Background: an optimization exercise with open tools, aiming at a short achievable clock period and few clock cycles. Do not read the settings as production practice.
Only simulation tests tie the RTL to the original design; equivalence was not proved.

File: design/flow/config.mk
export PLATFORM = sky130hd
export DESIGN_NAME = cpu_wrapper
export DESIGN_NICKNAME = cpu_wrapper
export VERILOG_FILES = /design/flow/design.v
export SDC_FILE = /design/flow/constraint.sdc
export NUM_CORES = 4
export LEC_CHECK = 0
export CAP_MARGIN = 20
export CORE_MARGIN = 2
export CORE_UTILIZATION = 40
export SLEW_MARGIN = 20
File: design/flow/constraint.sdc
create_clock -name core_clock -period 6.5 [get_ports {clk}]
set_input_delay 1.3000 -clock core_clock [delete_from_list [all_inputs] [get_ports {clk}]]
set_output_delay 1.3000 -clock core_clock [all_outputs]
set_load 0.01 [all_outputs]
File: design/flow/design.v
`timescale 1ns / 1ps
module cpu_wrapper(
    clk, rst, carry_in,
    imem_addr, imem_data,
    dmem_addr, dmem_we, dmem_wdata, dmem_rdata,
    io_out, halted
    );
    input clk; input rst;
    input carry_in;
    output wire [7:0] imem_addr;
    input wire [7:0] imem_data;
    output wire [7:0] dmem_addr;
    output wire dmem_we;
    output wire [7:0] dmem_wdata;
    input wire [7:0] dmem_rdata;
    output wire [7:0] io_out;
    output wire halted;
    reg [7:0] fa_q;      
    reg       dv_q;      
    reg [7:0] ir_q;      
    reg       ir_v;      
    reg [7:0] r0, r1, r2, r3;
    reg       z_q, c_q, n_q;
    reg [7:0] ret_q;
    reg [7:0] io_q;
    reg       ld_pend;   
    reg [1:0] ld_dst;
    reg       io_pend;   
    reg       ci_q;      
    wire [1:0] fd = ir_q[3:2];
    wire [1:0] fr = ir_q[1:0];
    wire op_alu2  = ~ir_q[7];                                    
    wire op_shift = (ir_q[7:4] == 4'b1000);
    wire op_neg   = (ir_q[7:4] == 4'b1001) & (ir_q[1:0] == 2'b00);
    wire op_ld    = (ir_q[7:4] == 4'b1001) & (ir_q[1:0] == 2'b11);
    wire op_wr    = (ir_q[7:4] == 4'b1010);
    wire op_rd    = (ir_q[7:4] == 4'b1011);
    wire op_jmp   = (ir_q[7:3] == 5'b11000);
    wire op_jcc   = (ir_q[7:3] == 5'b11001);
    wire op_call  = (ir_q[7:3] == 5'b11010);
    wire op_wrio  = (ir_q[7:4] == 4'b1110);
    wire op_brk   = (ir_q == 8'hFF);
    wire op_two   = op_ld | op_jmp | op_jcc | op_call;
    reg [7:0] rd_val, rr_val;
    always @(*) begin
        case (fd)
            2'd0: rd_val = r0; 2'd1: rd_val = r1; 2'd2: rd_val = r2; default: rd_val = r3;
        endcase
        case (fr)
            2'd0: rr_val = r0; 2'd1: rr_val = r1; 2'd2: rr_val = r2; default: rr_val = r3;
        endcase
    end
    wire uses_rd = op_alu2 | op_shift | op_neg | op_wr;
    wire uses_rr = op_alu2 | op_wr | op_rd | op_wrio;
    wire hazard  = ld_pend & ((uses_rd & (fd == ld_dst)) | (uses_rr & (fr == ld_dst)));
    wire exec  = ir_v & ~hazard & ~op_brk;
    wire stall = ir_v & (hazard | op_brk);
    wire       is_sub = ir_q[5];                  
    wire       use_ci = ir_q[4] & ci_q;           
    wire [7:0] b_op   = is_sub ? ~rr_val : rr_val;
    wire [8:0] sum    = {1'b0, rd_val} + {1'b0, b_op} + {8'b0, is_sub ^ use_ci};
    wire [15:0] prod  = rd_val * rr_val;
    wire [7:0] negv   = ~rd_val + 8'd1;
    reg [7:0] alu_y;
    reg       alu_c;
    always @(*) begin
        alu_c = c_q;
        alu_y = sum[7:0];
        if (op_alu2) begin
            case (ir_q[6:4])
                3'd0: alu_y = rd_val & rr_val;
                3'd1: alu_y = rd_val | rr_val;
                3'd2: alu_y = rd_val ^ rr_val;
                3'd3: begin alu_y = prod[7:0]; alu_c = prod[15]; end
                default: begin alu_y = sum[7:0]; alu_c = sum[8] ^ is_sub; end
            endcase
        end else if (op_shift) begin
            case (ir_q[1:0])
                2'd0: begin alu_y = {rd_val[6:0], 1'b0};   alu_c = rd_val[7]; end
                2'd1: begin alu_y = {rd_val[7], rd_val[7:1]}; alu_c = rd_val[0]; end
                2'd2: begin alu_y = {rd_val[6:0], ci_q};   alu_c = rd_val[7]; end
                default: begin alu_y = {ci_q, rd_val[7:1]}; alu_c = rd_val[0]; end
            endcase
        end else begin
            alu_y = negv;
            alu_c = ~negv[7] & ~rd_val[7];
        end
    end
    wire is_mult = op_alu2 & (ir_q[6:4] == 3'd3);
    wire alu_z   = is_mult ? ((rd_val == 8'd0) | (rr_val == 8'd0)) : (alu_y == 8'd0);
    wire alu_n   = is_mult ? n_q : alu_y[7];
    wire alu_we  = exec & (op_alu2 | op_shift | op_neg);
    wire taken = exec & (op_jmp | op_call |
                 (op_jcc & ((z_q & ir_q[1]) | (c_q & ir_q[2]) | (n_q & ir_q[0]))));
    wire accept   = dv_q & ~stall & ~(exec & op_two);
    wire early_ret = accept & (imem_data == 8'hD8);
    wire [7:0] fa_seq = fa_q + 8'd1;
    assign imem_addr = taken     ? imem_data :
                       stall     ? fa_q      :
                       early_ret ? ret_q     : fa_seq;
    assign dmem_addr  = rr_val;
    assign dmem_wdata = rd_val;
    assign dmem_we    = exec & op_wr;
    assign io_out     = io_q;
    assign halted     = ir_v & op_brk & ~io_pend;
    wire       ld_we = exec & op_ld;
    wire [7:0] wb_val = ld_we ? imem_data : alu_y;
    wire       wb_en  = alu_we | ld_we;
    always @(posedge clk or posedge rst) begin
        if (rst) begin
            fa_q <= 8'hFF; dv_q <= 1'b0;
            ir_q <= 8'h00; ir_v <= 1'b0;
            r0 <= 8'h00; r1 <= 8'h00; r2 <= 8'h00; r3 <= 8'h00;
            z_q <= 1'b0; c_q <= 1'b0; n_q <= 1'b0;
            ret_q <= 8'h00; io_q <= 8'h00;
            ld_pend <= 1'b0; ld_dst <= 2'd0; io_pend <= 1'b0;
            ci_q <= 1'b0;
        end else begin
            ci_q <= carry_in;
            fa_q <= imem_addr;
            dv_q <= stall ? dv_q : 1'b1;
            if (!stall) begin
                ir_q <= imem_data;
                ir_v <= accept;
            end
            if (exec & op_call) ret_q <= fa_seq;
            if (alu_we) begin
                z_q <= alu_z; n_q <= alu_n; c_q <= alu_c;
            end
            if (wb_en && fd == 2'd0) r0 <= wb_val; else if (ld_pend && ld_dst == 2'd0) r0 <= dmem_rdata;
            if (wb_en && fd == 2'd1) r1 <= wb_val; else if (ld_pend && ld_dst == 2'd1) r1 <= dmem_rdata;
            if (wb_en && fd == 2'd2) r2 <= wb_val; else if (ld_pend && ld_dst == 2'd2) r2 <= dmem_rdata;
            if (wb_en && fd == 2'd3) r3 <= wb_val; else if (ld_pend && ld_dst == 2'd3) r3 <= dmem_rdata;
            ld_pend <= exec & op_rd;
            ld_dst  <= fd;
            io_pend <= exec & op_wrio;
            if (io_pend) io_q <= dmem_rdata;
        end
    end
endmodule
File: design/flow/run.sh
#!/bin/bash
# synth_recipe.tcl (not shown) runs the flow's synth.tcl, then flattens the netlist and writes it again
# the make line also repeats each setting of config.mk as NAME=value (left out here)
make -C /OpenROAD-flow-scripts/flow DESIGN_CONFIG=/design/flow/config.mk WORK_HOME=/design/flow/orfs CLKGATE_MAP_FILE= SYNTH_SCRIPT=/design/flow/synth_recipe.tcl finish
==> reports/metrics.csv <==
metric;value;unit
outcome;complete, no violations;
hold_path.class;reg2reg;
clock_tree.root_cell;sky130_fd_sc_hd__clkbuf_16;
first_pass_iters;5;
final_net_count;912;
clock_tree.buffer_depth;2;
dpl.hpwl;15190;µm
cell_count_after_synthesis;761;
yosysSeqAreaShare;25.41;%
cp_max_fo;19;
largest_net_degree_at_the_start_of_global_routing;75;
worst_reg_to_reg_cells;15;
cp.required;6750;ps
fin_crit;5865;ps
cts_setup_buffers;0;
start_kind;flop;
grt_first_pass_wirelength;32420;µm
fp.dieW;139.4;µm
finish.cell_count_without_fillers;1027;
max_cap_viol_count;0;
num_io_pins;53;
post_synth_instance_area;7328;µm²
remaining_drc_errors;0;
postSynth.topFlopCell;sky130_fd_sc_hd__dfrtp_1;
grt_pass1_vias;5822;
worst_setup_slack_final;634.8;ps
post_cts_resized;0;
n_antenna_cell;0;
yosysWarnings;1;
synth.ff_latch_count;74;
most_common_cell_after_layout_fill_and_taps_aside;sky130_fd_sc_hd__inv_1;
setup.worst_path.class;reg2reg;
ys_async_sr_fraction;100.0;%
pre_cts_ws;640.7;ps
holdCritStartpoint;ret_q[7];
clkTransAtPathRegs;60;ps
cts_hold_repair.buffers;0;
netlist.area_leader.share;22.54;%
yosysUniqueCellTypes;75;
fp.dieArea;19420;µm²
drt-total-wl;20230;µm
grt_overflow;0;
gp_congestion;0.9308;
clock_sinks;74;
timing.final.crit_share;90.23;%
endpoint_kind;flop;
cp-startpoint;ir_q[3];
met2_usage;33.95;%
fin_hold_ws;493.6;ps
yosys-top-cells-area;sky130_fd_sc_hd__dfrtp_1 23%, sky130_fd_sc_hd__ha_1 11%, sky130_fd_sc_hd__mux2i_1 11%;
tritoncts_clock_tree;yes;
rsz0062_at_grt;false;
grt.busiest_layer;met2;
placement.cell_area;8025;µm²
antenna_found_initial;0;
fin_area;8392;µm²
slew_viol_final;0;
row_count;49;
grtUsageMet1;29.81;%
detailedRoute.firstIterationViolations;378;
syn-mean-instance-area;9.630;µm²
worstMarginPinSlew;932.1;ps
min_path_cells;1;
number_of_failing_setup_endpoints_in_the_final_timing_report;0;
synth.net_count;880;
place.port_buffers;52;
viasPerCell;5.670;
layout.core_utilization;46.72;%
timing.rr.start;ir_q[3];
grtUsageMet3;3.269;%
hold_viol_final;0;
floorplan.initialDensity;40.80;%
cts_max_level;3;
grt_usage;21.30;%
final.setup_skew;6.407;ps
layout.cells.most_common_list;83 x sky130_fd_sc_hd__inv_1, 77 x sky130_fd_sc_hd__mux2i_1, 74 x sky130_fd_sc_hd__nand2_1;
insertion_delay;340;ps
chipHeight;139.4;µm
maximum_clock_frequency;0.1705;GHz
synthToLayoutAreaGrowth;14.51;%
placeable_core_area;17960;µm²
slew_headroom;37.86;%
drive_gt1_share;10.40;%
cts-buffers-inserted;9;
placed_cells;1011;
route.detailed.wl_per_inst;19.70;µm
synth-edff-count;0;
count_of_antenna_violating_nets_left_after_detailed_routing;0;
timing.critical_path.arrival;6120;ps
vias;5823;
finalSetupTns;0;ps
synth_largest_area_cell;sky130_fd_sc_hd__dfrtp_1;
## logic make-up (layout without fill, tap and decap cells)
logic type | count (synthesis) | count (layout) | share of synthesized area (%)
simple gates | 210 | 210 | 13.86
buf+inv | 129 | 166 | 7.068
mux | 116 | 116 | 19.62
compound gates | 105 | 105 | 9.852
fa+ha+maj | 100 | 100 | 20.97
flops | 74 | 74 | 25.41
xor+xnor | 27 | 27 | 3.227
## cell type report
type,instances,area (µm²)
Sequential cell,74,1862
Multi-Input combinational cell,558,4955
Inverter,89,334.1
Timing Repair Buffer,61,588.1
Clock inverter,7,141.4
Clock buffer,9,225.2
Fill cell,1753,9572
Tap cell,229,286.5
## synth_stat cells, drive strengths merged, types with 9 or more instances
library cell and number:
inv 88, mux2i 78, nand2 74, dfrtp 66, ha 62, nor2 55, fa 38, o21ai 25
clkbuf 21, mux4 20, buf 19, mux2 18, a21oi 16, nand3 15, xnor2 14, xor2 13
nor3 9, o211ai 9
## flip-flops by register name (all words and copies together) (netlist names), 2 cells and up
signal  count
r1          8
r2          8
ir_q        8
r0          8
ret_q       8
fa_q        8
r3          8
io_q        8
ld_dst      2
## metal layers
| layer | up-vias | share of wire (%) |
|---|---|---|
| met3 | 30 | 5.4 |
| met1 | 2878 | 45 |
| li1 | 2720 | - |
| met2 | 195 | 47 |
| met5 | - | 0 |
| met4 | 0 | 2.2 |
## worst paths after layout
path                                  to  slack (ps)
worst min-delay path            ret_q[7]         490
max in group asynchronous          r1[5]        4320
worst max-delay path                 c_q         630
worst max register to register       c_q         630
min in group asynchronous        io_q[6]        1590
worst min register to register  ret_q[7]         490
## worst max-delay path, cell delays in order (launching register included)
cell and delay [ps]:
sky130_fd_sc_hd__dfrtp_1 830, sky130_fd_sc_hd__mux4_2 560, sky130_fd_sc_hd__clkinv_1 360, sky130_fd_sc_hd__nor2_1 210, sky130_fd_sc_hd__fa_1 470, sky130_fd_sc_hd__fa_1 520
sky130_fd_sc_hd__fa_1 540, sky130_fd_sc_hd__inv_1 80, sky130_fd_sc_hd__fa_1 530, sky130_fd_sc_hd__inv_1 40, sky130_fd_sc_hd__ha_1 210, sky130_fd_sc_hd__a2111oi_0 540
sky130_fd_sc_hd__o211ai_1 240, sky130_fd_sc_hd__xnor2_1 300, sky130_fd_sc_hd__o221ai_1 180, sky130_fd_sc_hd__o21ai_0 180
Testbench counts, summed over its fixed seeds: cycles 19,247.

separate check: timing with driven ports:
Ports are ideal in the flow. The routed layout listed here was re-timed in OpenROAD.
Step 1, drivers: a clkbuf_16 drives clk and a buf_2 each remaining input, both assumed.
Step 2 also shifts input and output timing later by t, the mid clock arrival at the registers, as if the neighbouring blocks saw the same clock.
Three values: no drivers, after step 1, after step 2; two values: the first two.
t (ns): 0.377
setup slack, ns: 0.635 / 0.635 / 0.635
worst data-port slew with drivers (ns): 0.04
After both steps this run still meets setup and hold. For this run, drivers alone change the setup slack by 0.000 ns; drivers and shift together by 0.000 ns.
